What follows belongs to an exercise in optimizing a design on an open flow for small area; a production flow would make more cautious choices.
Function was checked by simulation only, so behaviour that the tests miss may differ from the original.
No activity file was given, so power comes from the tool's default toggle rates.

==> flow/design.v <==
`default_nettype none
module ChipInterface
  (output logic [6:0] HEX7, HEX6,
  output logic [7:0] LEDG,
  input logic [17:0] SW,
  input logic [3:0] KEY,
  input logic CLOCK_50);
  logic [1:0] act_a, act_s;
  always_ff @(posedge CLOCK_50) begin
    act_a <= {~(KEY[2] & KEY[1]), (KEY[2] & KEY[1]) ? ~KEY[0] : KEY[2]};
    act_s <= act_a;
  end
  logic force_s, y_s;
  assign force_s = act_s[1];
  assign y_s = act_s[0];
  function automatic logic [2:0] corner_code(input logic [3:0] v);
    case (v)
      4'd2: corner_code = 3'b101;
      4'd4: corner_code = 3'b100;
      4'd6: corner_code = 3'b110;
      4'd8: corner_code = 3'b111;
      default: corner_code = 3'b000;
    endcase
  endfunction
  function automatic logic [2:0] edge_code(input logic [3:0] v);
    case (v)
      4'd1: edge_code = 3'b101;
      4'd3: edge_code = 3'b100;
      4'd7: edge_code = 3'b110;
      4'd9: edge_code = 3'b111;
      default: edge_code = 3'b000;
    endcase
  endfunction
  logic [2:0] c1, c3, e2, e4, e6;
  logic m5;
  logic [3:0] n7, n8, n9;
  logic [3:0] entry, sel;
  assign entry = SW[3:0];
  assign sel = SW[7:4];
  logic [2:0] entry_c, entry_e;
  assign entry_c = corner_code(entry);
  assign entry_e = edge_code(entry);
  always_ff @(posedge CLOCK_50) begin
    if (force_s) begin
      if (y_s) begin
        c1 <= corner_code(4'd8);
        e2 <= edge_code(4'd1);
        c3 <= corner_code(4'd6);
        e4 <= edge_code(4'd3);
        m5 <= 1'b1;
        e6 <= edge_code(4'd7);
        n7 <= 4'd4;
        n8 <= 4'd9;
        n9 <= 4'd2;
      end
      else begin
        c1 <= 3'b000;
        e2 <= 3'b000;
        c3 <= 3'b000;
        e4 <= 3'b000;
        m5 <= 1'b0;
        e6 <= 3'b000;
        n7 <= 4'd0;
        n8 <= 4'd0;
        n9 <= 4'd0;
      end
    end
    else if (y_s) begin
      case (sel)
        4'd1: c1 <= entry_c;
        4'd2: e2 <= entry_e;
        4'd3: c3 <= entry_c;
        4'd4: e4 <= entry_e;
        4'd5: m5 <= (entry == 4'd5);
        4'd6: e6 <= entry_e;
        4'd7: n7 <= entry;
        4'd8: n8 <= entry;
        4'd9: n9 <= entry;
        default: ;
      endcase
    end
  end
  logic [2:0] c7, c9, e8;
  assign c7 = corner_code(n7);
  assign c9 = corner_code(n9);
  assign e8 = edge_code(n8);
  logic s1, g1, s3, g3;
  assign {s1, g1} = c1[1:0];
  assign {s3, g3} = c3[1:0];
  logic [1:0] want2, want4;
  assign want2 = {~(g1 ? s1 : s3), ~(s1 ^ s3)};
  assign want4 = {~(g1 ? s1 : ~s3), s1 ^ s3};
  logic it_is_magic;
  assign it_is_magic = m5 & c1[2] & c3[2] & (g1 != g3)
                     & (c9 == {1'b1, ~s1, g1})
                     & (c7 == {1'b1, ~s3, g3})
                     & (e2 == {1'b1, want2})
                     & (e8 == {1'b1, ~want2[1], want2[0]})
                     & (e4 == {1'b1, want4})
                     & (e6 == {1'b1, ~want4[1], want4[0]});
  assign LEDG = {8{it_is_magic}};
  function automatic logic [4:0] bcd_add(input logic [3:0] a, b);
    logic [3:0] t;
    logic c, ge10;
    c = 1'b0;
    for (int i = 0; i < 4; i++) begin
      t[i] = a[i] ^ b[i] ^ c;
      c = (a[i] & b[i]) | (c & (a[i] ^ b[i]));
    end
    ge10 = c | (t[3] & (t[2] | t[1]));
    if (ge10) bcd_add = {1'b1, t[3] ^ (t[2] | t[1]), ~(t[2] ^ t[1]), ~t[1], t[0]};
    else bcd_add = {1'b0, t};
  endfunction
  function automatic logic [6:0] seg7(input logic [3:0] d);
    case (d)
      4'd0: seg7 = 7'b100_0000;
      4'd1: seg7 = 7'b111_1001;
      4'd2: seg7 = 7'b010_0100;
      4'd3: seg7 = 7'b011_0000;
      4'd4: seg7 = 7'b001_1001;
      4'd5: seg7 = 7'b001_0010;
      4'd6: seg7 = 7'b000_0010;
      4'd7: seg7 = 7'b111_1000;
      4'd8: seg7 = 7'b000_0000;
      4'd9: seg7 = 7'b001_1000;
      default: seg7 = 7'b111_1111;
    endcase
  endfunction
  logic [4:0] s98, s987;
  assign s98 = bcd_add(n9, n8);
  assign s987 = bcd_add(s98[3:0], n7);
  assign HEX6 = seg7(s987[3:0]);
  assign HEX7 = seg7({2'b00, s98[4] & s987[4], s98[4] ^ s987[4]});
endmodule
==> flow/config.mk <==
export PLATFORM = sky130hd
export DESIGN_NAME = ChipInterface
export DESIGN_NICKNAME = ChipInterface
export VERILOG_FILES = /design/flow/design.v
export SDC_FILE = /design/flow/constraint.sdc
export NUM_CORES = 4
export LEC_CHECK = 0
export CAP_MARGIN = 20
export CORE_MARGIN = 2
export CORE_UTILIZATION = 40
export SLEW_MARGIN = 20
==> flow/constraint.sdc <==
create_clock -name core_clock -period 12.0 [get_ports {CLOCK_50}]
set_input_delay 2.4000 -clock core_clock [delete_from_list [all_inputs] [get_ports {CLOCK_50}]]
set_output_delay 2.4000 -clock core_clock [all_outputs]
set_load 0.01 [all_outputs]
standard.sh (not shown) runs the stock make flow with config.mk's settings and CLKGATE_MAP_FILE= SYNTH_SCRIPT=/design/flow/synth_recipe.tcl, a recipe that flattens the netlist after the stock synthesis.
==> flow/flow/run.sh <==
#!/bin/bash
# Own layout flow: the standard flow, with
#  - synthesis mapped by an area-oriented abc script and no adder-cell extraction
#    (registers are mapped exactly as in the standard synthesis, before abc),
#  - port buffers made of buf_1 cells,
#  - clock tree synthesis without dummy loads.
set -euo pipefail
W=$PWD
export ADDER_MAP_FILE=
export AREA_ABC_SCRIPT=$W/flow/area.abc
export BUFFER_PORTS_ARGS="-buffer_cell sky130_fd_sc_hd__buf_1"
export CTS_ARGS="-sink_clustering_enable -repair_clock_nets -dont_use_dummy_load -buf_list sky130_fd_sc_hd__clkbuf_4"
cat flow/abc_override.tcl synth_recipe.tcl > own_synth.tcl
sed "s#SYNTH_SCRIPT=[^ ']*#SYNTH_SCRIPT=$W/own_synth.tcl#" standard.sh > own_standard.sh
grep -q "SYNTH_SCRIPT=$W/own_synth.tcl" own_standard.sh
bash own_standard.sh > own_flow.log 2>&1
==> flow/flow/abc_override.tcl <==
# Run Yosys's abc with an area-oriented script (flow/area.abc) in place of ORFS's speed script,
# and without a delay target, so that abc maps for area.
proc abc {args} {
  set i [lsearch -exact $args -script]
  if { $i >= 0 } {
    lset args [expr { $i + 1 }] $::env(AREA_ABC_SCRIPT)
  }
  set i [lsearch -exact $args -D]
  if { $i >= 0 } {
    set args [lreplace $args $i [expr { $i + 1 }]]
  }
  puts "abc override: $args"
  yosys abc {*}$args
}
==> flow/flow/area.abc <==
strash
&get -n
&st
&dch -f
&nf -R 1000
&put
topo
The starting point finished clean.
Next try:
==> flow/run.sh (new file) <==
#!/bin/bash
# synth_recipe.tcl (not shown) runs the flow's synth.tcl, then flattens the netlist and writes it again
# the make line also repeats each setting of config.mk as NAME=value (left out here)
make -C /OpenROAD-flow-scripts/flow DESIGN_CONFIG=/design/flow/config.mk WORK_HOME=/design/flow/orfs CLKGATE_MAP_FILE= SYNTH_SCRIPT=/design/flow/synth_recipe.tcl finish
removed: flow/flow/run.sh
removed: flow/flow/abc_override.tcl
removed: flow/flow/area.abc
removed: flow/standard.sh
Effect: The changed run went through all stages and came out clean. Final cell count grows by a few percent. Combinational power grows by well over a third. Total power grows by well over a third. Worst setup slack is worse by 1600 ps. Global-route usage grows by 0.15 points. Core utilization grows by 4.8 points.
Next try:
==> flow/flow/run.sh (new file) <==
#!/bin/bash
# Own layout flow: the standard flow, with
#  - synthesis mapped by an area-oriented abc script and no adder-cell extraction
#    (registers are mapped exactly as in the standard synthesis, before abc),
#  - port buffers made of buf_1 cells,
#  - clock tree synthesis without dummy loads.
set -euo pipefail
W=$PWD
export ADDER_MAP_FILE=
export AREA_ABC_SCRIPT=$W/flow/area.abc
export BUFFER_PORTS_ARGS="-buffer_cell sky130_fd_sc_hd__buf_1"
export CTS_ARGS="-sink_clustering_enable -repair_clock_nets -dont_use_dummy_load"
cat flow/abc_override.tcl synth_recipe.tcl > own_synth.tcl
sed "s#SYNTH_SCRIPT=[^ ']*#SYNTH_SCRIPT=$W/own_synth.tcl#" standard.sh > own_standard.sh
grep -q "SYNTH_SCRIPT=$W/own_synth.tcl" own_standard.sh
bash own_standard.sh > own_flow.log 2>&1
==> flow/flow/abc_override.tcl (new file) <==
# Run Yosys's abc with an area-oriented script (flow/area.abc) in place of ORFS's speed script.
proc abc {args} {
  set i [lsearch -exact $args -script]
  if { $i >= 0 } {
    lset args [expr { $i + 1 }] $::env(AREA_ABC_SCRIPT)
  }
  yosys abc {*}$args
}
==> flow/flow/area.abc (new file) <==
strash
&get -n
&st
&dch -f
&nf -R 1000
&put
topo
==> flow/standard.sh (new file) <==
#!/bin/bash
# synth_recipe.tcl (not shown) runs the flow's synth.tcl, then flattens the netlist and writes it again
# the make line also repeats each setting of config.mk as NAME=value (left out here)
make -C /OpenROAD-flow-scripts/flow DESIGN_CONFIG=/design/flow/config.mk WORK_HOME=/design/flow/orfs CLKGATE_MAP_FILE= SYNTH_SCRIPT=/design/flow/synth_recipe.tcl "${@:-finish}"
removed: flow/run.sh
Result: The changed run passed the timing, design-rule and antenna checks; global-route usage decreases by 0.13 points; worst hold slack hardly moves; wire length decreases by about 7%; maximum frequency climbs by about 24%; non-clock buffer count stays the same; die area fell by about 10%.
Next try:
--- a/flow/flow/run.sh
+++ b/flow/flow/run.sh
@@ -12 +12 @@
-export CTS_ARGS="-sink_clustering_enable -repair_clock_nets -dont_use_dummy_load"
+export CTS_ARGS="-sink_clustering_enable -repair_clock_nets -dont_use_dummy_load -sink_clustering_size 40 -sink_clustering_max_diameter 300 -buf_list sky130_fd_sc_hd__clkbuf_8"
Combinational power barely changes.
Via count does not change.
Synthesized area is unchanged.
Routed wire length stays the same.
Final cell count does not change.
Design area stays the same.
Worst hold slack stays the same.
Non-clock buffer count does not change.

port drivers added, routing unchanged:
The flow's constraints put no driver on any port. The routed layouts listed below were extracted and timed again, unchanged, in two steps. Step 1, drivers: a clkbuf_16 drives CLOCK_50 and a buf_2 each remaining input, both assumed. Step 2 times the ports against the registers' clock, not the clock port: input delays grow and output delays shrink by t, the midpoint of the rising clock arrivals with the driver on. a / b / c = ideal / step 1 / step 2; a / b = the first two.
run | t, ns | slack for setup (ns) | worst setup path at the end | slew at the worst register clock pin (ns) | worst data-port slew with drivers (ns)
the first run | 0.345 | 5.036 / 5.013 / 5.358 | register to output | 0.09 / 0.09 | 0.03
the second run | 0.303 | 3.484 / 3.461 / 3.764 | register to output | 0.06 / 0.06 | 0.03
the third run | 0.294 | 5.112 / 5.088 / 5.382 | register to output | 0.06 / 0.06 | 0.03
the fourth run | 0.294 | 5.112 / 5.088 / 5.382 | register to output | 0.06 / 0.06 | 0.03
After both steps every run listed still meets setup and hold.
